Background: an optimization exercise with open tools, aiming at small area, a short achievable clock period and few clock cycles. Do not read the settings as production practice. In this exercise RTL edits were held to simulation tests only and were not proved equivalent to the original.

===== config.mk =====
export PLATFORM = sky130hd
export DESIGN_NAME = CONVEX
export DESIGN_NICKNAME = CONVEX
export VERILOG_FILES = /design/flow/design.v
export SDC_FILE = /design/flow/constraint.sdc
export NUM_CORES = 4
export LEC_CHECK = 0
export CAP_MARGIN = 20
export CORE_MARGIN = 2
export CORE_UTILIZATION = 55
export SLEW_MARGIN = 20

===== constraint.sdc =====
create_clock -name core_clock -period 8.5 [get_ports {CLK}]
set_input_delay 1.7000 -clock core_clock [delete_from_list [all_inputs] [get_ports {CLK}]]
set_output_delay 1.7000 -clock core_clock [all_outputs]
set_load 0.01 [all_outputs]

===== design.v =====
module CONVEX(
input               CLK,
input               RST,
input       [4:0]   PT_XY,
output reg          READ_PT,
output reg  [9:0]   DROP_X,
output reg  [9:0]   DROP_Y,
output reg          DROP_V);
reg  [2:0]  rx_cnt;
reg  [19:0] rx;
reg         rx_full;
reg  [19:0] pn;
reg         pn_v;
reg  [1:0]  npts;
wire        accept   = READ_PT && (rx_cnt == 3'd0 || rx_cnt == 3'd1);
wire [2:0]  rx_cnt_n = accept ? 3'd4 : (rx_cnt != 3'd0 ? rx_cnt - 3'd1 : 3'd0);
wire        rx_done  = (rx_cnt == 3'd1);
wire        pn_take;                        
wire        rx_move  = rx_full && (!pn_v || pn_take);
wire        rx_full_n = rx_done || (rx_full && !rx_move);
wire        pn_v_n    = rx_move || (pn_v && !pn_take);
always @(posedge CLK) begin
    if (rx_cnt != 3'd0) rx <= {rx[14:0], PT_XY};
    if (rx_move) pn <= rx;
end
always @(posedge CLK or posedge RST) begin
    if (RST) begin
        rx_cnt  <= 3'd0;
        rx_full <= 1'b0;
        pn_v    <= 1'b0;
        READ_PT <= 1'b0;
    end
    else begin
        rx_cnt  <= rx_cnt_n;
        rx_full <= rx_full_n;
        pn_v    <= pn_v_n;
        READ_PT <= !rx_full_n && (rx_cnt_n == 3'd0 || (rx_cnt_n == 3'd1 && !pn_v_n));
    end
end
reg  [19:0] Q [0:11];
reg  [3:0]  cnt;
wire        pop;
reg  [1:0]  npush;
reg  [19:0] D0, D1;
wire [3:0]  base = cnt - {3'd0, pop};
integer j;
always @(posedge CLK) begin
    for (j = 0; j < 12; j = j + 1) begin
        if (npush != 2'd0 && base == j)
            Q[j] <= D0;
        else if (npush == 2'd2 && base + 4'd1 == j)
            Q[j] <= D1;
        else if (pop && j < 11)
            Q[j] <= Q[(j < 11) ? j + 1 : 11];
    end
end
always @(posedge CLK or posedge RST) begin
    if (RST) cnt <= 4'd0;
    else     cnt <= base + {2'd0, npush};
end
reg         in_pass, need_last;
reg  [3:0]  popcnt;
reg  [19:0] FIRST, PREV, PT;
reg         fin;                            
reg  [3:0]  Hp;                             
wire        fin_set;
wire [3:0]  Hp_new;
wire        can_pop = (cnt >= 4'd2) || (cnt != 4'd0 && fin);
wire        last_is = in_pass && need_last;                 
wire        start   = (!in_pass || last_is) && pn_v && npts == 2'd2 && cnt != 4'd0;
wire        direct  = pn_v && npts != 2'd2;             
wire        mid_pop = in_pass && !need_last && can_pop;
assign      pop     = start || mid_pop;
assign      pn_take = start || direct;
wire        issue   = mid_pop || last_is;
wire [19:0] B       = need_last ? FIRST : Q[0];
always @(posedge CLK) begin
    if (start) begin
        FIRST <= Q[0];
        PT    <= pn;
    end
    if (pop) PREV <= Q[0];
end
always @(posedge CLK or posedge RST) begin
    if (RST) begin
        in_pass   <= 1'b0;
        need_last <= 1'b0;
        popcnt    <= 4'd0;
        npts      <= 2'd0;
        fin       <= 1'b0;
        Hp        <= 4'd0;
    end
    else begin
        if (direct) begin
            npts <= npts + 2'd1;
            if (npts == 2'd1) begin
                fin <= 1'b1;
                Hp  <= 4'd2;
            end
        end
        if (last_is) begin
            in_pass   <= 1'b0;
            need_last <= 1'b0;
            fin       <= 1'b0;
        end
        if (start) begin
            in_pass <= 1'b1;
            popcnt  <= 4'd1;
        end
        else if (mid_pop) begin
            popcnt <= popcnt + 4'd1;
            if (fin && popcnt + 4'd1 == Hp) need_last <= 1'b1;
        end
        if (fin_set) begin
            fin <= 1'b1;
            Hp  <= Hp_new;
        end
    end
end
reg         s1_v, s1_first, s1_last;
reg  [19:0] s1_A;
reg  [10:0] s1_aX, s1_nY, s1_bX, s1_bY;
reg         s2_v, s2_first, s2_last;
reg  [19:0] s2_A;
reg  [22:0] s2_s, s2_c;
reg         s3_v, s3_first, s3_last, s3_vis;
reg  [19:0] s3_A;
always @(posedge CLK) begin
    s1_A  <= PREV;
    s1_aX <= {1'b0, PREV[19:10]} - {1'b0, PT[19:10]};
    s1_nY <= {1'b0, PT[9:0]}     - {1'b0, PREV[9:0]};
    s1_bX <= {1'b0, B[19:10]}    - {1'b0, PT[19:10]};
    s1_bY <= {1'b0, B[9:0]}      - {1'b0, PT[9:0]};
    s1_first <= (popcnt == 4'd1);
    s1_last  <= need_last;
end
wire [22:0] cs_s, cs_c;
CXS cxs(.aX(s1_aX), .bY(s1_bY), .nY(s1_nY), .bX(s1_bX), .s(cs_s), .c(cs_c));
always @(posedge CLK) begin
    s2_A <= s1_A;
    s2_s <= cs_s;
    s2_c <= cs_c;
    s2_first <= s1_first;
    s2_last  <= s1_last;
end
wire [22:0] cs_t = s2_s + s2_c;
always @(posedge CLK) begin
    s3_A   <= s2_A;
    s3_vis <= cs_t[22];
    s3_first <= s2_first;
    s3_last  <= s2_last;
end
always @(posedge CLK or posedge RST) begin
    if (RST) begin
        s1_v <= 1'b0;
        s2_v <= 1'b0;
        s3_v <= 1'b0;
    end
    else begin
        s1_v <= issue;
        s2_v <= s1_v;
        s3_v <= s2_v;
    end
end
reg         prev_vis, vis0, anyvis;
reg  [19:0] R0, PD;
reg  [3:0]  Hrun;
reg         pend, pend_drop0, pend_ins0, pend_inside;
wire        vin   = prev_vis;
wire        vout  = s3_vis;
wire        dec   = s3_v && !s3_first;
wire        drop  = dec && vin && vout;
wire        ins   = dec && vout && !vin;
wire        drop0 = vout && vis0;
wire        ins0  = vis0 && !vout;
wire [3:0]  Hrun_n = Hrun - {3'd0, drop} + {3'd0, ins};
assign      fin_set = dec && s3_last;
assign      Hp_new  = Hrun_n - {3'd0, drop0} + {3'd0, ins0};
always @(*) begin
    npush = 2'd0;
    D0 = pn;
    D1 = PD;
    if (direct) begin
        npush = 2'd1;
    end
    else if (pend) begin
        D0 = R0;
        npush = pend_drop0 ? 2'd0 : pend_ins0 ? 2'd2 : 2'd1;
    end
    else if (dec) begin
        D0 = s3_A;
        npush = drop ? 2'd0 : ins ? 2'd2 : 2'd1;
    end
end
always @(posedge CLK) begin
    if (s3_v && s3_first) begin
        R0 <= s3_A;
        PD <= PT;
        vis0 <= s3_vis;
        prev_vis <= s3_vis;
        anyvis <= s3_vis;
        Hrun <= Hp;
    end
    else if (dec) begin
        prev_vis <= s3_vis;
        anyvis <= anyvis | s3_vis;
        Hrun <= Hrun_n;
    end
    if (fin_set) begin
        pend_drop0  <= drop0;
        pend_ins0   <= ins0;
        pend_inside <= !(anyvis || vout);
    end
end
always @(posedge CLK or posedge RST) begin
    if (RST) pend <= 1'b0;
    else     pend <= fin_set;
end
always @(posedge CLK) begin
    if (pend)
        {DROP_X, DROP_Y} <= pend_drop0 ? R0 : PD;
    else
        {DROP_X, DROP_Y} <= s3_A;
end
always @(posedge CLK or posedge RST) begin
    if (RST) DROP_V <= 1'b0;
    else     DROP_V <= pend ? (pend_drop0 || pend_inside) : drop;
end
endmodule
module CXS(input [10:0] aX, input [10:0] bY, input [10:0] nY, input [10:0] bX,
           output [22:0] s, output [22:0] c);
wire w1 = (aX[9] & bY[0]) ^ (aX[8] & bY[1]);
wire w2 = (aX[9] & bY[0]) & (aX[8] & bY[1]);
wire w3 = ~(aX[10] & bY[0]) ^ (aX[9] & bY[1]) ^ (aX[8] & bY[2]);
wire w4 = (~(aX[10] & bY[0]) & (aX[9] & bY[1])) | (~(aX[10] & bY[0]) & (aX[8] & bY[2])) | ((aX[9] & bY[1]) & (aX[8] & bY[2]));
wire w5 = (aX[7] & bY[3]) ^ (aX[6] & bY[4]) ^ (aX[5] & bY[5]);
wire w6 = ((aX[7] & bY[3]) & (aX[6] & bY[4])) | ((aX[7] & bY[3]) & (aX[5] & bY[5])) | ((aX[6] & bY[4]) & (aX[5] & bY[5]));
wire w7 = (aX[4] & bY[6]) ^ (aX[3] & bY[7]) ^ (aX[2] & bY[8]);
wire w8 = ((aX[4] & bY[6]) & (aX[3] & bY[7])) | ((aX[4] & bY[6]) & (aX[2] & bY[8])) | ((aX[3] & bY[7]) & (aX[2] & bY[8]));
wire w9 = ~(aX[10] & bY[1]) ^ (aX[9] & bY[2]) ^ (aX[8] & bY[3]);
wire w10 = (~(aX[10] & bY[1]) & (aX[9] & bY[2])) | (~(aX[10] & bY[1]) & (aX[8] & bY[3])) | ((aX[9] & bY[2]) & (aX[8] & bY[3]));
wire w11 = (aX[7] & bY[4]) ^ (aX[6] & bY[5]) ^ (aX[5] & bY[6]);
wire w12 = ((aX[7] & bY[4]) & (aX[6] & bY[5])) | ((aX[7] & bY[4]) & (aX[5] & bY[6])) | ((aX[6] & bY[5]) & (aX[5] & bY[6]));
wire w13 = (aX[4] & bY[7]) ^ (aX[3] & bY[8]);
wire w14 = (aX[4] & bY[7]) & (aX[3] & bY[8]);
wire w15 = ~(aX[10] & bY[2]) ^ (aX[9] & bY[3]) ^ (aX[8] & bY[4]);
wire w16 = (~(aX[10] & bY[2]) & (aX[9] & bY[3])) | (~(aX[10] & bY[2]) & (aX[8] & bY[4])) | ((aX[9] & bY[3]) & (aX[8] & bY[4]));
wire w17 = (aX[6] & bY[0]) ^ (aX[5] & bY[1]);
wire w18 = (aX[6] & bY[0]) & (aX[5] & bY[1]);
wire w19 = (aX[7] & bY[0]) ^ (aX[6] & bY[1]) ^ (aX[5] & bY[2]);
wire w20 = ((aX[7] & bY[0]) & (aX[6] & bY[1])) | ((aX[7] & bY[0]) & (aX[5] & bY[2])) | ((aX[6] & bY[1]) & (aX[5] & bY[2]));
wire w21 = (aX[4] & bY[3]) ^ (aX[3] & bY[4]) ^ (aX[2] & bY[5]);
wire w22 = ((aX[4] & bY[3]) & (aX[3] & bY[4])) | ((aX[4] & bY[3]) & (aX[2] & bY[5])) | ((aX[3] & bY[4]) & (aX[2] & bY[5]));
wire w23 = (aX[8] & bY[0]) ^ (aX[7] & bY[1]) ^ (aX[6] & bY[2]);
wire w24 = ((aX[8] & bY[0]) & (aX[7] & bY[1])) | ((aX[8] & bY[0]) & (aX[6] & bY[2])) | ((aX[7] & bY[1]) & (aX[6] & bY[2]));
wire w25 = (aX[5] & bY[3]) ^ (aX[4] & bY[4]) ^ (aX[3] & bY[5]);
wire w26 = ((aX[5] & bY[3]) & (aX[4] & bY[4])) | ((aX[5] & bY[3]) & (aX[3] & bY[5])) | ((aX[4] & bY[4]) & (aX[3] & bY[5]));
wire w27 = (aX[2] & bY[6]) ^ (aX[1] & bY[7]) ^ (aX[0] & bY[8]);
wire w28 = ((aX[2] & bY[6]) & (aX[1] & bY[7])) | ((aX[2] & bY[6]) & (aX[0] & bY[8])) | ((aX[1] & bY[7]) & (aX[0] & bY[8]));
wire w29 = (nY[8] & bX[0]) ^ (nY[7] & bX[1]);
wire w30 = (nY[8] & bX[0]) & (nY[7] & bX[1]);
wire w31 = w1 ^ (aX[7] & bY[2]) ^ (aX[6] & bY[3]);
wire w32 = (w1 & (aX[7] & bY[2])) | (w1 & (aX[6] & bY[3])) | ((aX[7] & bY[2]) & (aX[6] & bY[3]));
wire w33 = (aX[5] & bY[4]) ^ (aX[4] & bY[5]) ^ (aX[3] & bY[6]);
wire w34 = ((aX[5] & bY[4]) & (aX[4] & bY[5])) | ((aX[5] & bY[4]) & (aX[3] & bY[6])) | ((aX[4] & bY[5]) & (aX[3] & bY[6]));
wire w35 = (aX[2] & bY[7]) ^ (aX[1] & bY[8]) ^ (aX[0] & bY[9]);
wire w36 = ((aX[2] & bY[7]) & (aX[1] & bY[8])) | ((aX[2] & bY[7]) & (aX[0] & bY[9])) | ((aX[1] & bY[8]) & (aX[0] & bY[9]));
wire w37 = (nY[9] & bX[0]) ^ (nY[8] & bX[1]) ^ (nY[7] & bX[2]);
wire w38 = ((nY[9] & bX[0]) & (nY[8] & bX[1])) | ((nY[9] & bX[0]) & (nY[7] & bX[2])) | ((nY[8] & bX[1]) & (nY[7] & bX[2]));
wire w39 = (nY[6] & bX[3]) ^ (nY[5] & bX[4]) ^ (nY[4] & bX[5]);
wire w40 = ((nY[6] & bX[3]) & (nY[5] & bX[4])) | ((nY[6] & bX[3]) & (nY[4] & bX[5])) | ((nY[5] & bX[4]) & (nY[4] & bX[5]));
wire w41 = w3 ^ w5 ^ w7;
wire w42 = (w3 & w5) | (w3 & w7) | (w5 & w7);
wire w43 = (aX[1] & bY[9]) ^ (~aX[0] & bY[10]) ^ bY[10];
wire w44 = ((aX[1] & bY[9]) & (~aX[0] & bY[10])) | ((aX[1] & bY[9]) & bY[10]) | ((~aX[0] & bY[10]) & bY[10]);
wire w45 = ~(nY[10] & bX[0]) ^ (nY[9] & bX[1]) ^ (nY[8] & bX[2]);
wire w46 = (~(nY[10] & bX[0]) & (nY[9] & bX[1])) | (~(nY[10] & bX[0]) & (nY[8] & bX[2])) | ((nY[9] & bX[1]) & (nY[8] & bX[2]));
wire w47 = (nY[7] & bX[3]) ^ (nY[6] & bX[4]) ^ (nY[5] & bX[5]);
wire w48 = ((nY[7] & bX[3]) & (nY[6] & bX[4])) | ((nY[7] & bX[3]) & (nY[5] & bX[5])) | ((nY[6] & bX[4]) & (nY[5] & bX[5]));
wire w49 = (nY[4] & bX[6]) ^ (nY[3] & bX[7]) ^ (nY[2] & bX[8]);
wire w50 = ((nY[4] & bX[6]) & (nY[3] & bX[7])) | ((nY[4] & bX[6]) & (nY[2] & bX[8])) | ((nY[3] & bX[7]) & (nY[2] & bX[8]));
wire w51 = (nY[1] & bX[9]) ^ (~nY[0] & bX[10]);
wire w52 = (nY[1] & bX[9]) & (~nY[0] & bX[10]);
wire w53 = w9 ^ w11 ^ w13;
wire w54 = (w9 & w11) | (w9 & w13) | (w11 & w13);
wire w55 = (aX[2] & bY[9]) ^ (~aX[1] & bY[10]) ^ ~(nY[10] & bX[1]);
wire w56 = ((aX[2] & bY[9]) & (~aX[1] & bY[10])) | ((aX[2] & bY[9]) & ~(nY[10] & bX[1])) | ((~aX[1] & bY[10]) & ~(nY[10] & bX[1]));
wire w57 = (nY[9] & bX[2]) ^ (nY[8] & bX[3]) ^ (nY[7] & bX[4]);
wire w58 = ((nY[9] & bX[2]) & (nY[8] & bX[3])) | ((nY[9] & bX[2]) & (nY[7] & bX[4])) | ((nY[8] & bX[3]) & (nY[7] & bX[4]));
wire w59 = (nY[6] & bX[5]) ^ (nY[5] & bX[6]) ^ (nY[4] & bX[7]);
wire w60 = ((nY[6] & bX[5]) & (nY[5] & bX[6])) | ((nY[6] & bX[5]) & (nY[4] & bX[7])) | ((nY[5] & bX[6]) & (nY[4] & bX[7]));
wire w61 = (nY[3] & bX[8]) ^ (nY[2] & bX[9]) ^ (~nY[1] & bX[10]);
wire w62 = ((nY[3] & bX[8]) & (nY[2] & bX[9])) | ((nY[3] & bX[8]) & (~nY[1] & bX[10])) | ((nY[2] & bX[9]) & (~nY[1] & bX[10]));
wire w63 = 1'b1 ^ w4 ^ w6;
wire w64 = (1'b1 & w4) | (1'b1 & w6) | (w4 & w6);
wire w65 = w15 ^ (aX[7] & bY[5]) ^ (aX[6] & bY[6]);
wire w66 = (w15 & (aX[7] & bY[5])) | (w15 & (aX[6] & bY[6])) | ((aX[7] & bY[5]) & (aX[6] & bY[6]));
wire w67 = (aX[5] & bY[7]) ^ (aX[4] & bY[8]) ^ (aX[3] & bY[9]);
wire w68 = ((aX[5] & bY[7]) & (aX[4] & bY[8])) | ((aX[5] & bY[7]) & (aX[3] & bY[9])) | ((aX[4] & bY[8]) & (aX[3] & bY[9]));
wire w69 = (~aX[2] & bY[10]) ^ ~(nY[10] & bX[2]) ^ (nY[9] & bX[3]);
wire w70 = ((~aX[2] & bY[10]) & ~(nY[10] & bX[2])) | ((~aX[2] & bY[10]) & (nY[9] & bX[3])) | (~(nY[10] & bX[2]) & (nY[9] & bX[3]));
wire w71 = (nY[8] & bX[4]) ^ (nY[7] & bX[5]) ^ (nY[6] & bX[6]);
wire w72 = ((nY[8] & bX[4]) & (nY[7] & bX[5])) | ((nY[8] & bX[4]) & (nY[6] & bX[6])) | ((nY[7] & bX[5]) & (nY[6] & bX[6]));
wire w73 = (nY[5] & bX[7]) ^ (nY[4] & bX[8]) ^ (nY[3] & bX[9]);
wire w74 = ((nY[5] & bX[7]) & (nY[4] & bX[8])) | ((nY[5] & bX[7]) & (nY[3] & bX[9])) | ((nY[4] & bX[8]) & (nY[3] & bX[9]));
wire w75 = (~nY[2] & bX[10]) ^ w10 ^ w12;
wire w76 = ((~nY[2] & bX[10]) & w10) | ((~nY[2] & bX[10]) & w12) | (w10 & w12);
wire w77 = ~(aX[10] & bY[3]) ^ (aX[9] & bY[4]) ^ (aX[8] & bY[5]);
wire w78 = (~(aX[10] & bY[3]) & (aX[9] & bY[4])) | (~(aX[10] & bY[3]) & (aX[8] & bY[5])) | ((aX[9] & bY[4]) & (aX[8] & bY[5]));
wire w79 = (aX[7] & bY[6]) ^ (aX[6] & bY[7]) ^ (aX[5] & bY[8]);
wire w80 = ((aX[7] & bY[6]) & (aX[6] & bY[7])) | ((aX[7] & bY[6]) & (aX[5] & bY[8])) | ((aX[6] & bY[7]) & (aX[5] & bY[8]));
wire w81 = (aX[4] & bY[9]) ^ (~aX[3] & bY[10]) ^ ~(nY[10] & bX[3]);
wire w82 = ((aX[4] & bY[9]) & (~aX[3] & bY[10])) | ((aX[4] & bY[9]) & ~(nY[10] & bX[3])) | ((~aX[3] & bY[10]) & ~(nY[10] & bX[3]));
wire w83 = (nY[9] & bX[4]) ^ (nY[8] & bX[5]) ^ (nY[7] & bX[6]);
wire w84 = ((nY[9] & bX[4]) & (nY[8] & bX[5])) | ((nY[9] & bX[4]) & (nY[7] & bX[6])) | ((nY[8] & bX[5]) & (nY[7] & bX[6]));
wire w85 = (nY[6] & bX[7]) ^ (nY[5] & bX[8]) ^ (nY[4] & bX[9]);
wire w86 = ((nY[6] & bX[7]) & (nY[5] & bX[8])) | ((nY[6] & bX[7]) & (nY[4] & bX[9])) | ((nY[5] & bX[8]) & (nY[4] & bX[9]));
wire w87 = ~(aX[10] & bY[4]) ^ (aX[9] & bY[5]) ^ (aX[8] & bY[6]);
wire w88 = (~(aX[10] & bY[4]) & (aX[9] & bY[5])) | (~(aX[10] & bY[4]) & (aX[8] & bY[6])) | ((aX[9] & bY[5]) & (aX[8] & bY[6]));
wire w89 = (aX[7] & bY[7]) ^ (aX[6] & bY[8]) ^ (aX[5] & bY[9]);
wire w90 = ((aX[7] & bY[7]) & (aX[6] & bY[8])) | ((aX[7] & bY[7]) & (aX[5] & bY[9])) | ((aX[6] & bY[8]) & (aX[5] & bY[9]));
wire w91 = (~aX[4] & bY[10]) ^ ~(nY[10] & bX[4]) ^ (nY[9] & bX[5]);
wire w92 = ((~aX[4] & bY[10]) & ~(nY[10] & bX[4])) | ((~aX[4] & bY[10]) & (nY[9] & bX[5])) | (~(nY[10] & bX[4]) & (nY[9] & bX[5]));
wire w93 = ~(aX[10] & bY[5]) ^ (aX[9] & bY[6]) ^ (aX[8] & bY[7]);
wire w94 = (~(aX[10] & bY[5]) & (aX[9] & bY[6])) | (~(aX[10] & bY[5]) & (aX[8] & bY[7])) | ((aX[9] & bY[6]) & (aX[8] & bY[7]));
wire w95 = (aX[4] & bY[0]) ^ (aX[3] & bY[1]);
wire w96 = (aX[4] & bY[0]) & (aX[3] & bY[1]);
wire w97 = (aX[5] & bY[0]) ^ (aX[4] & bY[1]) ^ (aX[3] & bY[2]);
wire w98 = ((aX[5] & bY[0]) & (aX[4] & bY[1])) | ((aX[5] & bY[0]) & (aX[3] & bY[2])) | ((aX[4] & bY[1]) & (aX[3] & bY[2]));
wire w99 = (aX[2] & bY[3]) ^ (aX[1] & bY[4]) ^ (aX[0] & bY[5]);
wire w100 = ((aX[2] & bY[3]) & (aX[1] & bY[4])) | ((aX[2] & bY[3]) & (aX[0] & bY[5])) | ((aX[1] & bY[4]) & (aX[0] & bY[5]));
wire w101 = w17 ^ (aX[4] & bY[2]) ^ (aX[3] & bY[3]);
wire w102 = (w17 & (aX[4] & bY[2])) | (w17 & (aX[3] & bY[3])) | ((aX[4] & bY[2]) & (aX[3] & bY[3]));
wire w103 = (aX[2] & bY[4]) ^ (aX[1] & bY[5]) ^ (aX[0] & bY[6]);
wire w104 = ((aX[2] & bY[4]) & (aX[1] & bY[5])) | ((aX[2] & bY[4]) & (aX[0] & bY[6])) | ((aX[1] & bY[5]) & (aX[0] & bY[6]));
wire w105 = (nY[6] & bX[0]) ^ (nY[5] & bX[1]) ^ (nY[4] & bX[2]);
wire w106 = ((nY[6] & bX[0]) & (nY[5] & bX[1])) | ((nY[6] & bX[0]) & (nY[4] & bX[2])) | ((nY[5] & bX[1]) & (nY[4] & bX[2]));
wire w107 = w19 ^ w21 ^ (aX[1] & bY[6]);
wire w108 = (w19 & w21) | (w19 & (aX[1] & bY[6])) | (w21 & (aX[1] & bY[6]));
wire w109 = (aX[0] & bY[7]) ^ (nY[7] & bX[0]) ^ (nY[6] & bX[1]);
wire w110 = ((aX[0] & bY[7]) & (nY[7] & bX[0])) | ((aX[0] & bY[7]) & (nY[6] & bX[1])) | ((nY[7] & bX[0]) & (nY[6] & bX[1]));
wire w111 = (nY[5] & bX[2]) ^ (nY[4] & bX[3]) ^ (nY[3] & bX[4]);
wire w112 = ((nY[5] & bX[2]) & (nY[4] & bX[3])) | ((nY[5] & bX[2]) & (nY[3] & bX[4])) | ((nY[4] & bX[3]) & (nY[3] & bX[4]));
wire w113 = (nY[2] & bX[5]) ^ (nY[1] & bX[6]);
wire w114 = (nY[2] & bX[5]) & (nY[1] & bX[6]);
wire w115 = w23 ^ w25 ^ w27;
wire w116 = (w23 & w25) | (w23 & w27) | (w25 & w27);
wire w117 = w29 ^ (nY[6] & bX[2]) ^ (nY[5] & bX[3]);
wire w118 = (w29 & (nY[6] & bX[2])) | (w29 & (nY[5] & bX[3])) | ((nY[6] & bX[2]) & (nY[5] & bX[3]));
wire w119 = (nY[4] & bX[4]) ^ (nY[3] & bX[5]) ^ (nY[2] & bX[6]);
wire w120 = ((nY[4] & bX[4]) & (nY[3] & bX[5])) | ((nY[4] & bX[4]) & (nY[2] & bX[6])) | ((nY[3] & bX[5]) & (nY[2] & bX[6]));
wire w121 = (nY[1] & bX[7]) ^ (nY[0] & bX[8]) ^ w20;
wire w122 = ((nY[1] & bX[7]) & (nY[0] & bX[8])) | ((nY[1] & bX[7]) & w20) | ((nY[0] & bX[8]) & w20);
wire w123 = w31 ^ w33 ^ w35;
wire w124 = (w31 & w33) | (w31 & w35) | (w33 & w35);
wire w125 = w37 ^ w39 ^ (nY[3] & bX[6]);
wire w126 = (w37 & w39) | (w37 & (nY[3] & bX[6])) | (w39 & (nY[3] & bX[6]));
wire w127 = (nY[2] & bX[7]) ^ (nY[1] & bX[8]) ^ (nY[0] & bX[9]);
wire w128 = ((nY[2] & bX[7]) & (nY[1] & bX[8])) | ((nY[2] & bX[7]) & (nY[0] & bX[9])) | ((nY[1] & bX[8]) & (nY[0] & bX[9]));
wire w129 = w24 ^ w26 ^ w28;
wire w130 = (w24 & w26) | (w24 & w28) | (w26 & w28);
wire w131 = w41 ^ w43 ^ w45;
wire w132 = (w41 & w43) | (w41 & w45) | (w43 & w45);
wire w133 = w47 ^ w49 ^ w51;
wire w134 = (w47 & w49) | (w47 & w51) | (w49 & w51);
wire w135 = bX[10] ^ w2 ^ w32;
wire w136 = (bX[10] & w2) | (bX[10] & w32) | (w2 & w32);
wire w137 = w34 ^ w36 ^ w38;
wire w138 = (w34 & w36) | (w34 & w38) | (w36 & w38);
wire w139 = w53 ^ w55 ^ w57;
wire w140 = (w53 & w55) | (w53 & w57) | (w55 & w57);
wire w141 = w59 ^ w61 ^ w63;
wire w142 = (w59 & w61) | (w59 & w63) | (w61 & w63);
wire w143 = w8 ^ w42 ^ w44;
wire w144 = (w8 & w42) | (w8 & w44) | (w42 & w44);
wire w145 = w46 ^ w48 ^ w50;
wire w146 = (w46 & w48) | (w46 & w50) | (w48 & w50);
wire w147 = w65 ^ w67 ^ w69;
wire w148 = (w65 & w67) | (w65 & w69) | (w67 & w69);
wire w149 = w71 ^ w73 ^ w75;
wire w150 = (w71 & w73) | (w71 & w75) | (w73 & w75);
wire w151 = w14 ^ w54 ^ w56;
wire w152 = (w14 & w54) | (w14 & w56) | (w54 & w56);
wire w153 = w58 ^ w60 ^ w62;
wire w154 = (w58 & w60) | (w58 & w62) | (w60 & w62);
wire w155 = w77 ^ w79 ^ w81;
wire w156 = (w77 & w79) | (w77 & w81) | (w79 & w81);
wire w157 = w83 ^ w85 ^ (~nY[3] & bX[10]);
wire w158 = (w83 & w85) | (w83 & (~nY[3] & bX[10])) | (w85 & (~nY[3] & bX[10]));
wire w159 = w16 ^ w66 ^ w68;
wire w160 = (w16 & w66) | (w16 & w68) | (w66 & w68);
wire w161 = w70 ^ w72 ^ w74;
wire w162 = (w70 & w72) | (w70 & w74) | (w72 & w74);
wire w163 = w87 ^ w89 ^ w91;
wire w164 = (w87 & w89) | (w87 & w91) | (w89 & w91);
wire w165 = (nY[8] & bX[6]) ^ (nY[7] & bX[7]) ^ (nY[6] & bX[8]);
wire w166 = ((nY[8] & bX[6]) & (nY[7] & bX[7])) | ((nY[8] & bX[6]) & (nY[6] & bX[8])) | ((nY[7] & bX[7]) & (nY[6] & bX[8]));
wire w167 = (nY[5] & bX[9]) ^ (~nY[4] & bX[10]) ^ w78;
wire w168 = ((nY[5] & bX[9]) & (~nY[4] & bX[10])) | ((nY[5] & bX[9]) & w78) | ((~nY[4] & bX[10]) & w78);
wire w169 = w80 ^ w82 ^ w84;
wire w170 = (w80 & w82) | (w80 & w84) | (w82 & w84);
wire w171 = w93 ^ (aX[7] & bY[8]) ^ (aX[6] & bY[9]);
wire w172 = (w93 & (aX[7] & bY[8])) | (w93 & (aX[6] & bY[9])) | ((aX[7] & bY[8]) & (aX[6] & bY[9]));
wire w173 = (~aX[5] & bY[10]) ^ ~(nY[10] & bX[5]) ^ (nY[9] & bX[6]);
wire w174 = ((~aX[5] & bY[10]) & ~(nY[10] & bX[5])) | ((~aX[5] & bY[10]) & (nY[9] & bX[6])) | (~(nY[10] & bX[5]) & (nY[9] & bX[6]));
wire w175 = (nY[8] & bX[7]) ^ (nY[7] & bX[8]) ^ (nY[6] & bX[9]);
wire w176 = ((nY[8] & bX[7]) & (nY[7] & bX[8])) | ((nY[8] & bX[7]) & (nY[6] & bX[9])) | ((nY[7] & bX[8]) & (nY[6] & bX[9]));
wire w177 = (~nY[5] & bX[10]) ^ w88 ^ w90;
wire w178 = ((~nY[5] & bX[10]) & w88) | ((~nY[5] & bX[10]) & w90) | (w88 & w90);
wire w179 = ~(aX[10] & bY[6]) ^ (aX[9] & bY[7]) ^ (aX[8] & bY[8]);
wire w180 = (~(aX[10] & bY[6]) & (aX[9] & bY[7])) | (~(aX[10] & bY[6]) & (aX[8] & bY[8])) | ((aX[9] & bY[7]) & (aX[8] & bY[8]));
wire w181 = (aX[7] & bY[9]) ^ (~aX[6] & bY[10]) ^ ~(nY[10] & bX[6]);
wire w182 = ((aX[7] & bY[9]) & (~aX[6] & bY[10])) | ((aX[7] & bY[9]) & ~(nY[10] & bX[6])) | ((~aX[6] & bY[10]) & ~(nY[10] & bX[6]));
wire w183 = (nY[9] & bX[7]) ^ (nY[8] & bX[8]) ^ (nY[7] & bX[9]);
wire w184 = ((nY[9] & bX[7]) & (nY[8] & bX[8])) | ((nY[9] & bX[7]) & (nY[7] & bX[9])) | ((nY[8] & bX[8]) & (nY[7] & bX[9]));
wire w185 = ~(aX[10] & bY[7]) ^ (aX[9] & bY[8]) ^ (aX[8] & bY[9]);
wire w186 = (~(aX[10] & bY[7]) & (aX[9] & bY[8])) | (~(aX[10] & bY[7]) & (aX[8] & bY[9])) | ((aX[9] & bY[8]) & (aX[8] & bY[9]));
wire w187 = (aX[3] & bY[0]) ^ (aX[2] & bY[1]) ^ (aX[1] & bY[2]);
wire w188 = ((aX[3] & bY[0]) & (aX[2] & bY[1])) | ((aX[3] & bY[0]) & (aX[1] & bY[2])) | ((aX[2] & bY[1]) & (aX[1] & bY[2]));
wire w189 = w95 ^ (aX[2] & bY[2]) ^ (aX[1] & bY[3]);
wire w190 = (w95 & (aX[2] & bY[2])) | (w95 & (aX[1] & bY[3])) | ((aX[2] & bY[2]) & (aX[1] & bY[3]));
wire w191 = (aX[0] & bY[4]) ^ (nY[4] & bX[0]) ^ (nY[3] & bX[1]);
wire w192 = ((aX[0] & bY[4]) & (nY[4] & bX[0])) | ((aX[0] & bY[4]) & (nY[3] & bX[1])) | ((nY[4] & bX[0]) & (nY[3] & bX[1]));
wire w193 = w97 ^ w99 ^ (nY[5] & bX[0]);
wire w194 = (w97 & w99) | (w97 & (nY[5] & bX[0])) | (w99 & (nY[5] & bX[0]));
wire w195 = (nY[4] & bX[1]) ^ (nY[3] & bX[2]) ^ (nY[2] & bX[3]);
wire w196 = ((nY[4] & bX[1]) & (nY[3] & bX[2])) | ((nY[4] & bX[1]) & (nY[2] & bX[3])) | ((nY[3] & bX[2]) & (nY[2] & bX[3]));
wire w197 = (nY[1] & bX[4]) ^ (nY[0] & bX[5]);
wire w198 = (nY[1] & bX[4]) & (nY[0] & bX[5]);
wire w199 = w101 ^ w103 ^ w105;
wire w200 = (w101 & w103) | (w101 & w105) | (w103 & w105);
wire w201 = (nY[3] & bX[3]) ^ (nY[2] & bX[4]) ^ (nY[1] & bX[5]);
wire w202 = ((nY[3] & bX[3]) & (nY[2] & bX[4])) | ((nY[3] & bX[3]) & (nY[1] & bX[5])) | ((nY[2] & bX[4]) & (nY[1] & bX[5]));
wire w203 = (nY[0] & bX[6]) ^ w98 ^ w100;
wire w204 = ((nY[0] & bX[6]) & w98) | ((nY[0] & bX[6]) & w100) | (w98 & w100);
wire w205 = w107 ^ w109 ^ w111;
wire w206 = (w107 & w109) | (w107 & w111) | (w109 & w111);
wire w207 = w113 ^ (nY[0] & bX[7]) ^ w18;
wire w208 = (w113 & (nY[0] & bX[7])) | (w113 & w18) | ((nY[0] & bX[7]) & w18);
wire w209 = w102 ^ w104 ^ w106;
wire w210 = (w102 & w104) | (w102 & w106) | (w104 & w106);
wire w211 = w115 ^ w117 ^ w119;
wire w212 = (w115 & w117) | (w115 & w119) | (w117 & w119);
wire w213 = w121 ^ w22 ^ w108;
wire w214 = (w121 & w22) | (w121 & w108) | (w22 & w108);
wire w215 = w110 ^ w112 ^ w114;
wire w216 = (w110 & w112) | (w110 & w114) | (w112 & w114);
wire w217 = w123 ^ w125 ^ w127;
wire w218 = (w123 & w125) | (w123 & w127) | (w125 & w127);
wire w219 = w129 ^ w30 ^ w116;
wire w220 = (w129 & w30) | (w129 & w116) | (w30 & w116);
wire w221 = w118 ^ w120 ^ w122;
wire w222 = (w118 & w120) | (w118 & w122) | (w120 & w122);
wire w223 = w131 ^ w133 ^ w135;
wire w224 = (w131 & w133) | (w131 & w135) | (w133 & w135);
wire w225 = w137 ^ w40 ^ w124;
wire w226 = (w137 & w40) | (w137 & w124) | (w40 & w124);
wire w227 = w126 ^ w128 ^ w130;
wire w228 = (w126 & w128) | (w126 & w130) | (w128 & w130);
wire w229 = w139 ^ w141 ^ w143;
wire w230 = (w139 & w141) | (w139 & w143) | (w141 & w143);
wire w231 = w145 ^ w52 ^ w132;
wire w232 = (w145 & w52) | (w145 & w132) | (w52 & w132);
wire w233 = w134 ^ w136 ^ w138;
wire w234 = (w134 & w136) | (w134 & w138) | (w136 & w138);
wire w235 = w147 ^ w149 ^ w151;
wire w236 = (w147 & w149) | (w147 & w151) | (w149 & w151);
wire w237 = w153 ^ w64 ^ w140;
wire w238 = (w153 & w64) | (w153 & w140) | (w64 & w140);
wire w239 = w142 ^ w144 ^ w146;
wire w240 = (w142 & w144) | (w142 & w146) | (w144 & w146);
wire w241 = w155 ^ w157 ^ w159;
wire w242 = (w155 & w157) | (w155 & w159) | (w157 & w159);
wire w243 = w161 ^ w76 ^ w148;
wire w244 = (w161 & w76) | (w161 & w148) | (w76 & w148);
wire w245 = w150 ^ w152 ^ w154;
wire w246 = (w150 & w152) | (w150 & w154) | (w152 & w154);
wire w247 = w163 ^ w165 ^ w167;
wire w248 = (w163 & w165) | (w163 & w167) | (w165 & w167);
wire w249 = w169 ^ w86 ^ w156;
wire w250 = (w169 & w86) | (w169 & w156) | (w86 & w156);
wire w251 = w158 ^ w160 ^ w162;
wire w252 = (w158 & w160) | (w158 & w162) | (w160 & w162);
wire w253 = w171 ^ w173 ^ w175;
wire w254 = (w171 & w173) | (w171 & w175) | (w173 & w175);
wire w255 = w177 ^ w92 ^ w164;
wire w256 = (w177 & w92) | (w177 & w164) | (w92 & w164);
wire w257 = w166 ^ w168 ^ w170;
wire w258 = (w166 & w168) | (w166 & w170) | (w168 & w170);
wire w259 = w179 ^ w181 ^ w183;
wire w260 = (w179 & w181) | (w179 & w183) | (w181 & w183);
wire w261 = (~nY[6] & bX[10]) ^ w94 ^ w172;
wire w262 = ((~nY[6] & bX[10]) & w94) | ((~nY[6] & bX[10]) & w172) | (w94 & w172);
wire w263 = w174 ^ w176 ^ w178;
wire w264 = (w174 & w176) | (w174 & w178) | (w176 & w178);
wire w265 = w185 ^ (~aX[7] & bY[10]) ^ ~(nY[10] & bX[7]);
wire w266 = (w185 & (~aX[7] & bY[10])) | (w185 & ~(nY[10] & bX[7])) | ((~aX[7] & bY[10]) & ~(nY[10] & bX[7]));
wire w267 = (nY[9] & bX[8]) ^ (nY[8] & bX[9]) ^ (~nY[7] & bX[10]);
wire w268 = ((nY[9] & bX[8]) & (nY[8] & bX[9])) | ((nY[9] & bX[8]) & (~nY[7] & bX[10])) | ((nY[8] & bX[9]) & (~nY[7] & bX[10]));
wire w269 = w180 ^ w182 ^ w184;
wire w270 = (w180 & w182) | (w180 & w184) | (w182 & w184);
wire w271 = ~(aX[10] & bY[8]) ^ (aX[9] & bY[9]) ^ (~aX[8] & bY[10]);
wire w272 = (~(aX[10] & bY[8]) & (aX[9] & bY[9])) | (~(aX[10] & bY[8]) & (~aX[8] & bY[10])) | ((aX[9] & bY[9]) & (~aX[8] & bY[10]));
wire w273 = ~(nY[10] & bX[8]) ^ (nY[9] & bX[9]) ^ (~nY[8] & bX[10]);
wire w274 = (~(nY[10] & bX[8]) & (nY[9] & bX[9])) | (~(nY[10] & bX[8]) & (~nY[8] & bX[10])) | ((nY[9] & bX[9]) & (~nY[8] & bX[10]));
wire w275 = (aX[2] & bY[0]) ^ (aX[1] & bY[1]) ^ (aX[0] & bY[2]);
wire w276 = ((aX[2] & bY[0]) & (aX[1] & bY[1])) | ((aX[2] & bY[0]) & (aX[0] & bY[2])) | ((aX[1] & bY[1]) & (aX[0] & bY[2]));
wire w277 = w187 ^ (aX[0] & bY[3]) ^ (nY[3] & bX[0]);
wire w278 = (w187 & (aX[0] & bY[3])) | (w187 & (nY[3] & bX[0])) | ((aX[0] & bY[3]) & (nY[3] & bX[0]));
wire w279 = (nY[2] & bX[1]) ^ (nY[1] & bX[2]);
wire w280 = (nY[2] & bX[1]) & (nY[1] & bX[2]);
wire w281 = w189 ^ w191 ^ (nY[2] & bX[2]);
wire w282 = (w189 & w191) | (w189 & (nY[2] & bX[2])) | (w191 & (nY[2] & bX[2]));
wire w283 = (nY[1] & bX[3]) ^ (nY[0] & bX[4]) ^ w188;
wire w284 = ((nY[1] & bX[3]) & (nY[0] & bX[4])) | ((nY[1] & bX[3]) & w188) | ((nY[0] & bX[4]) & w188);
wire w285 = w193 ^ w195 ^ w197;
wire w286 = (w193 & w195) | (w193 & w197) | (w195 & w197);
wire w287 = w96 ^ w190 ^ w192;
wire w288 = (w96 & w190) | (w96 & w192) | (w190 & w192);
wire w289 = w199 ^ w201 ^ w203;
wire w290 = (w199 & w201) | (w199 & w203) | (w201 & w203);
wire w291 = w194 ^ w196 ^ w198;
wire w292 = (w194 & w196) | (w194 & w198) | (w196 & w198);
wire w293 = w205 ^ w207 ^ w209;
wire w294 = (w205 & w207) | (w205 & w209) | (w207 & w209);
wire w295 = w200 ^ w202 ^ w204;
wire w296 = (w200 & w202) | (w200 & w204) | (w202 & w204);
wire w297 = w211 ^ w213 ^ w215;
wire w298 = (w211 & w213) | (w211 & w215) | (w213 & w215);
wire w299 = w206 ^ w208 ^ w210;
wire w300 = (w206 & w208) | (w206 & w210) | (w208 & w210);
wire w301 = w217 ^ w219 ^ w221;
wire w302 = (w217 & w219) | (w217 & w221) | (w219 & w221);
wire w303 = w212 ^ w214 ^ w216;
wire w304 = (w212 & w214) | (w212 & w216) | (w214 & w216);
wire w305 = w223 ^ w225 ^ w227;
wire w306 = (w223 & w225) | (w223 & w227) | (w225 & w227);
wire w307 = w218 ^ w220 ^ w222;
wire w308 = (w218 & w220) | (w218 & w222) | (w220 & w222);
wire w309 = w229 ^ w231 ^ w233;
wire w310 = (w229 & w231) | (w229 & w233) | (w231 & w233);
wire w311 = w224 ^ w226 ^ w228;
wire w312 = (w224 & w226) | (w224 & w228) | (w226 & w228);
wire w313 = w235 ^ w237 ^ w239;
wire w314 = (w235 & w237) | (w235 & w239) | (w237 & w239);
wire w315 = w230 ^ w232 ^ w234;
wire w316 = (w230 & w232) | (w230 & w234) | (w232 & w234);
wire w317 = w241 ^ w243 ^ w245;
wire w318 = (w241 & w243) | (w241 & w245) | (w243 & w245);
wire w319 = w236 ^ w238 ^ w240;
wire w320 = (w236 & w238) | (w236 & w240) | (w238 & w240);
wire w321 = w247 ^ w249 ^ w251;
wire w322 = (w247 & w249) | (w247 & w251) | (w249 & w251);
wire w323 = w242 ^ w244 ^ w246;
wire w324 = (w242 & w244) | (w242 & w246) | (w244 & w246);
wire w325 = w253 ^ w255 ^ w257;
wire w326 = (w253 & w255) | (w253 & w257) | (w255 & w257);
wire w327 = w248 ^ w250 ^ w252;
wire w328 = (w248 & w250) | (w248 & w252) | (w250 & w252);
wire w329 = w259 ^ w261 ^ w263;
wire w330 = (w259 & w261) | (w259 & w263) | (w261 & w263);
wire w331 = w254 ^ w256 ^ w258;
wire w332 = (w254 & w256) | (w254 & w258) | (w256 & w258);
wire w333 = w265 ^ w267 ^ w269;
wire w334 = (w265 & w267) | (w265 & w269) | (w267 & w269);
wire w335 = w260 ^ w262 ^ w264;
wire w336 = (w260 & w262) | (w260 & w264) | (w262 & w264);
wire w337 = w271 ^ w273 ^ w186;
wire w338 = (w271 & w273) | (w271 & w186) | (w273 & w186);
wire w339 = w266 ^ w268 ^ w270;
wire w340 = (w266 & w268) | (w266 & w270) | (w268 & w270);
wire w341 = ~(aX[10] & bY[9]) ^ (~aX[9] & bY[10]) ^ ~(nY[10] & bX[9]);
wire w342 = (~(aX[10] & bY[9]) & (~aX[9] & bY[10])) | (~(aX[10] & bY[9]) & ~(nY[10] & bX[9])) | ((~aX[9] & bY[10]) & ~(nY[10] & bX[9]));
wire w343 = (~nY[9] & bX[10]) ^ w272 ^ w274;
wire w344 = ((~nY[9] & bX[10]) & w272) | ((~nY[9] & bX[10]) & w274) | (w272 & w274);
wire w345 = (aX[1] & bY[0]) ^ (aX[0] & bY[1]);
wire w346 = (aX[1] & bY[0]) & (aX[0] & bY[1]);
wire w347 = w275 ^ (nY[2] & bX[0]) ^ (nY[1] & bX[1]);
wire w348 = (w275 & (nY[2] & bX[0])) | (w275 & (nY[1] & bX[1])) | ((nY[2] & bX[0]) & (nY[1] & bX[1]));
wire w349 = w277 ^ w279 ^ (nY[0] & bX[3]);
wire w350 = (w277 & w279) | (w277 & (nY[0] & bX[3])) | (w279 & (nY[0] & bX[3]));
wire w351 = w281 ^ w283 ^ w278;
wire w352 = (w281 & w283) | (w281 & w278) | (w283 & w278);
wire w353 = w285 ^ w287 ^ w282;
wire w354 = (w285 & w287) | (w285 & w282) | (w287 & w282);
wire w355 = w289 ^ w291 ^ w286;
wire w356 = (w289 & w291) | (w289 & w286) | (w291 & w286);
wire w357 = w293 ^ w295 ^ w290;
wire w358 = (w293 & w295) | (w293 & w290) | (w295 & w290);
wire w359 = w297 ^ w299 ^ w294;
wire w360 = (w297 & w299) | (w297 & w294) | (w299 & w294);
wire w361 = w301 ^ w303 ^ w298;
wire w362 = (w301 & w303) | (w301 & w298) | (w303 & w298);
wire w363 = w305 ^ w307 ^ w302;
wire w364 = (w305 & w307) | (w305 & w302) | (w307 & w302);
wire w365 = w309 ^ w311 ^ w306;
wire w366 = (w309 & w311) | (w309 & w306) | (w311 & w306);
wire w367 = w313 ^ w315 ^ w310;
wire w368 = (w313 & w315) | (w313 & w310) | (w315 & w310);
wire w369 = w317 ^ w319 ^ w314;
wire w370 = (w317 & w319) | (w317 & w314) | (w319 & w314);
wire w371 = w321 ^ w323 ^ w318;
wire w372 = (w321 & w323) | (w321 & w318) | (w323 & w318);
wire w373 = w325 ^ w327 ^ w322;
wire w374 = (w325 & w327) | (w325 & w322) | (w327 & w322);
wire w375 = w329 ^ w331 ^ w326;
wire w376 = (w329 & w331) | (w329 & w326) | (w331 & w326);
wire w377 = w333 ^ w335 ^ w330;
wire w378 = (w333 & w335) | (w333 & w330) | (w335 & w330);
wire w379 = w337 ^ w339 ^ w334;
wire w380 = (w337 & w339) | (w337 & w334) | (w339 & w334);
wire w381 = w341 ^ w343 ^ w338;
wire w382 = (w341 & w343) | (w341 & w338) | (w343 & w338);
wire w383 = ~(~aX[10] & bY[10]) ^ ~(~nY[10] & bX[10]) ^ w342;
wire w384 = (~(~aX[10] & bY[10]) & ~(~nY[10] & bX[10])) | (~(~aX[10] & bY[10]) & w342) | (~(~nY[10] & bX[10]) & w342);
wire w385 = w345 ^ (nY[1] & bX[0]);
wire w386 = w345 & (nY[1] & bX[0]);
wire w387 = w347 ^ (nY[0] & bX[2]) ^ w346;
wire w388 = (w347 & (nY[0] & bX[2])) | (w347 & w346) | ((nY[0] & bX[2]) & w346);
wire w389 = w349 ^ w276 ^ w348;
wire w390 = (w349 & w276) | (w349 & w348) | (w276 & w348);
wire w391 = w351 ^ w280 ^ w350;
wire w392 = (w351 & w280) | (w351 & w350) | (w280 & w350);
wire w393 = w353 ^ w284 ^ w352;
wire w394 = (w353 & w284) | (w353 & w352) | (w284 & w352);
wire w395 = w355 ^ w288 ^ w354;
wire w396 = (w355 & w288) | (w355 & w354) | (w288 & w354);
wire w397 = w357 ^ w292 ^ w356;
wire w398 = (w357 & w292) | (w357 & w356) | (w292 & w356);
wire w399 = w359 ^ w296 ^ w358;
wire w400 = (w359 & w296) | (w359 & w358) | (w296 & w358);
wire w401 = w361 ^ w300 ^ w360;
wire w402 = (w361 & w300) | (w361 & w360) | (w300 & w360);
wire w403 = w363 ^ w304 ^ w362;
wire w404 = (w363 & w304) | (w363 & w362) | (w304 & w362);
wire w405 = w365 ^ w308 ^ w364;
wire w406 = (w365 & w308) | (w365 & w364) | (w308 & w364);
wire w407 = w367 ^ w312 ^ w366;
wire w408 = (w367 & w312) | (w367 & w366) | (w312 & w366);
wire w409 = w369 ^ w316 ^ w368;
wire w410 = (w369 & w316) | (w369 & w368) | (w316 & w368);
wire w411 = w371 ^ w320 ^ w370;
wire w412 = (w371 & w320) | (w371 & w370) | (w320 & w370);
wire w413 = w373 ^ w324 ^ w372;
wire w414 = (w373 & w324) | (w373 & w372) | (w324 & w372);
wire w415 = w375 ^ w328 ^ w374;
wire w416 = (w375 & w328) | (w375 & w374) | (w328 & w374);
wire w417 = w377 ^ w332 ^ w376;
wire w418 = (w377 & w332) | (w377 & w376) | (w332 & w376);
wire w419 = w379 ^ w336 ^ w378;
wire w420 = (w379 & w336) | (w379 & w378) | (w336 & w378);
wire w421 = w381 ^ w340 ^ w380;
wire w422 = (w381 & w340) | (w381 & w380) | (w340 & w380);
wire w423 = w383 ^ w344 ^ w382;
wire w424 = (w383 & w344) | (w383 & w382) | (w344 & w382);
assign s = {1'b1, w384, w423, w421, w419, w417, w415, w413, w411, w409, w407, w405, w403, w401, w399, w397, w395, w393, w391, w389, w387, w385, (aX[0] & bY[0])};
assign c = {1'b0, w424, w422, w420, w418, w416, w414, w412, w410, w408, w406, w404, w402, w400, w398, w396, w394, w392, w390, w388, w386, (nY[0] & bX[1]), (nY[0] & bX[0])};
endmodule

===== run.sh =====
#!/bin/bash
# synth_recipe.tcl (not shown) runs the flow's synth.tcl, then flattens the netlist and writes it again
# the make line also repeats each setting of config.mk as NAME=value (left out here)
make -C /OpenROAD-flow-scripts/flow DESIGN_CONFIG=/design/flow/config.mk WORK_HOME=/design/flow/orfs CLKGATE_MAP_FILE= SYNTH_SCRIPT=/design/flow/synth_recipe.tcl finish

==> results.json <==
{
  "synth_cells": 2700,
  "drive_gt1_frac": 0.0833,
  "dieArea_sq_um": 59300,
  "clockRootBuffer": "clkbuf_16",
  "status": "finished clean",
  "clk_pin_slew_ns": 0.06,
  "async_flop_share": 0.0472,
  "dr.pass1.iters": 5,
  "overflow": 0,
  "clkLatencyLatePin_ns": 0.64,
  "synth_nets": 3007,
  "ys_seq_area_frac": 0.504,
  "drc": 0,
  "period_share": 0.599,
  "antenna_found_initial": 1,
  "yosysWarnings": 2,
  "synth_largest_area_cell": "edfxtp_1",
  "grt_max_degree": 62,
  "std_cell_rows": 87,
  "grt_pass1_wl_mm": 116,
  "tns_ns": 0,
  "synth_edf_count": 390,
  "dpl.hpwl_mm": 53.1,
  "cts_buffers": 61,
  "hold_class": "register to register",
  "cts_hold_buf": 0,
  "crit_arrival_ns": 5.29,
  "period_needed_ns": 5.09,
  "worstSetupPathType": "register to register",
  "fp.dieH_microns": 244,
  "syn2layout_area_growth_pct": 9.18,
  "syn_area_sq_um": 31600,
  "wl_per_cell_microns": 21.2,
  "path_max_fanout": 21,
  "cts_tree": "yes",
  "finClkSkew_ns": 0.0659,
  "fmax_mhz": 196,
  "synth_seq_cells": 593,
  "wirelength_mm": 73.6,
  "synth_top_area_frac": 0.371,
  "nets": 2975,
  "rsz0062_at_grt": "false",
  "vias": 18817,
  "dpl.cell_count": 3361,
  "grt.total_usage": 0.255,
  "cts_setup_buffers": 0,
  "initial_utilization": 0.558,
  "vias_per_cell": 5.42,
  "ioPinCount": 29,
  "start_kind": "register",
  "postLayoutCoreUtil": 0.609,
  "avgSynthCellArea_sq_um": 11.7,
  "drt_iter0_markers": 1213,
  "gp_congestion": 0.858,
  "ys_top_cells_by_area": "edfxtp_1 37%, fa_1 13%, dfxtp_1 11%",
  "clock_path_buffers": 3,
  "cts_max_level": 2,
  "final-hold-violation-count": 0,
  "slew_violations": 0,
  "worstSetupEndpointType": "register",
  "numPortBuffers": 28,
  "ctsResizeCount": 0,
  "first_global_vias": 19650,
  "fin_hold_ws_ns": 0.310,
  "clock-sinks": 593,
  "yosysUniqueCellTypes": 61,
  "worst_pin_slew_ns": 1.09,
  "coreArea_sq_um": 56600,
  "worstPathRequired_ns": 8.70,
  "die-width_microns": 244,
  "yosys_most_used_dff": "edfxtp_1",
  "setup_viol": 0,
  "max_cap_viol_count": 0,
  "instances_no_fill": 3469,
  "relSlewSlack": 0.265,
  "ant_nets": 0,
  "n_antenna_cell": 0
}
-- layout make-up --
class / count / area, sq um
clock buffers: 75 / 1620
clock inverters: 33 / 288
fillers: 4614 / 22100
inverters: 273 / 1020
multi-input cells: 1663 / 14000
flip-flops and latches: 593 / 15900
well taps: 756 / 946
repair buffers: 76 / 641
-- flip-flops by register name, summed over array words and instances, names as in the netlist, 10 cells and up --
signal and cells:
DROP_X 10, DROP_Y 10, FIRST 20, PD 20, PREV 20, PT 20, Q 240, R0 20
pn 20, rx 20, s1_A 20, s1_aX 11, s1_bX 11, s1_bY 11, s1_nY 11, s2_A 20
s2_c 22, s2_s 22, s3_A 20
-- cells in the mapped netlist, types with 5 or more instances --
cell and number:
inv_1 272, buf_2 25, or3_1 7, xor2_1 16
xnor2_1 25, nor2_1 118, nor3_1 10, nand2b_1 28
mux2_2 58, buf_1 14, o21ai_1 32, o21ai_0 160
o2111ai_1 8, clkbuf_1 125, a21oi_1 108, edfxtp_1 390
a31oi_1 5, mux2i_1 249, nand2_1 285, dfxtp_1 175
ha_1 94, nor2b_1 21, dfrtp_1 28, nand3_1 6
and2_1 148, a21o_1 23, fa_1 206, nand4_1 5
-- stage by stage --
stage | setup slack, ns | area [sq um]
6_report | 3.41 | 34500
5_1_grt | 3.04 | 34500
4_1_cts | 3.43 | 34500
3_5_place_dp | 3.51 | 32600
3_3_place_gp | 3.64 | 32600
2_1_floorplan | 1.91 | 31600
-- worst max-delay path, cell delays in order, from the launching register on --
cell	delay [ns]
dfrtp_1	0.48
nor3_1	0.58
a22o_1	0.46
inv_1	0.11
ha_1	0.25
ha_1	0.25
or4b_1	0.51
nand2_1	0.09
o21a_1	0.26
nand2_1	0.65
nand2_1	1.01
-- per-layer routing --
metal | up-vias | wire length [microns] | GRT usage | part of all wire
li1 | 8971 | - | - | -
met1 | 9382 | 32900 | 0.346 | 0.45
met2 | 370 | 36400 | 0.441 | 0.49
met3 | 94 | 2800 | 0.0304 | 0.038
met4 | 0 | 1530 | 0.0604 | 0.021
met5 | - | 0 | 0 | 0
-- cells by family after synthesis --
family,Yosys count,share of synthesized area
AND/OR/NAND/NOR,652,0.0991
flip-flops,593,0.504
buffers and inverters,444,0.0550
AO/OA/AOI/OAI,363,0.0631
multiplexers,307,0.0996
adder cells (fa/ha/maj),300,0.168
XOR/XNOR,41,0.0114
-- worst paths after layout --
path	from	end	slack (ns)	cells after the start
max	cnt[3]$_DFF_PP0_	Q[0][1]$_DFFE_PP_	3.41	10
max reg2reg	cnt[3]$_DFF_PP0_	Q[0][1]$_DFFE_PP_	3.41	10
min in group asynchronous	RST	Hp[3]$_DFFE_PP0P_	1.49	3
max in group asynchronous	RST	pend$_DFF_PP0_	6.70	3
min reg2reg	s1_A[12]$_DFF_P_	s2_A[12]$_DFF_P_	0.31	0
min	s1_A[12]$_DFF_P_	s2_A[12]$_DFF_P_	0.31	0
-- layout by cell type, fill, tap and decap left out, types with 25 or more instances in the layout --
master	netlist	layout
ha_1	94	94
clkbuf_16	0	62
and2_1	148	148
o21ai_1	32	36
fa_1	206	206
buf_4	4	48
inv_1	272	271
mux2i_1	249	249
dfxtp_1	175	175
a21oi_1	108	108
xnor2_1	25	25
nand2_1	285	285
mux2_2	58	58
nand2b_1	28	27
edfxtp_1	390	390
nor2_1	118	116
o21ai_0	160	154
clkdlybuf4s50_1	0	28
dfrtp_1	28	27
Testbench counts, summed over its fixed seeds: cycles 26,407.

## port drivers added, routing unchanged
How much do the figures lean on ideal ports? The routed layout below was timed once more, with nothing changed but the port constraints.
Step 1, drivers: a clkbuf_16 drives CLK and a buf_2 each remaining input, both assumed.
Step 2 also shifts input and output timing later by t, the mid clock arrival at the registers, as if the neighbouring blocks saw the same clock.
Three values: ideal ports, drivers, drivers and shift; two values: the first two.
shift t [ns]: 0.667
setup slack, ns: 3.409 / 3.409 / 3.409
worst register clock-pin slew, ns: 0.07 / 0.07
cell pins on the clock port's net: 1
After both steps setup and hold are still met in this run. The setup slack of this run moves by 0.000 ns with the drivers and by 0.000 ns with both steps.
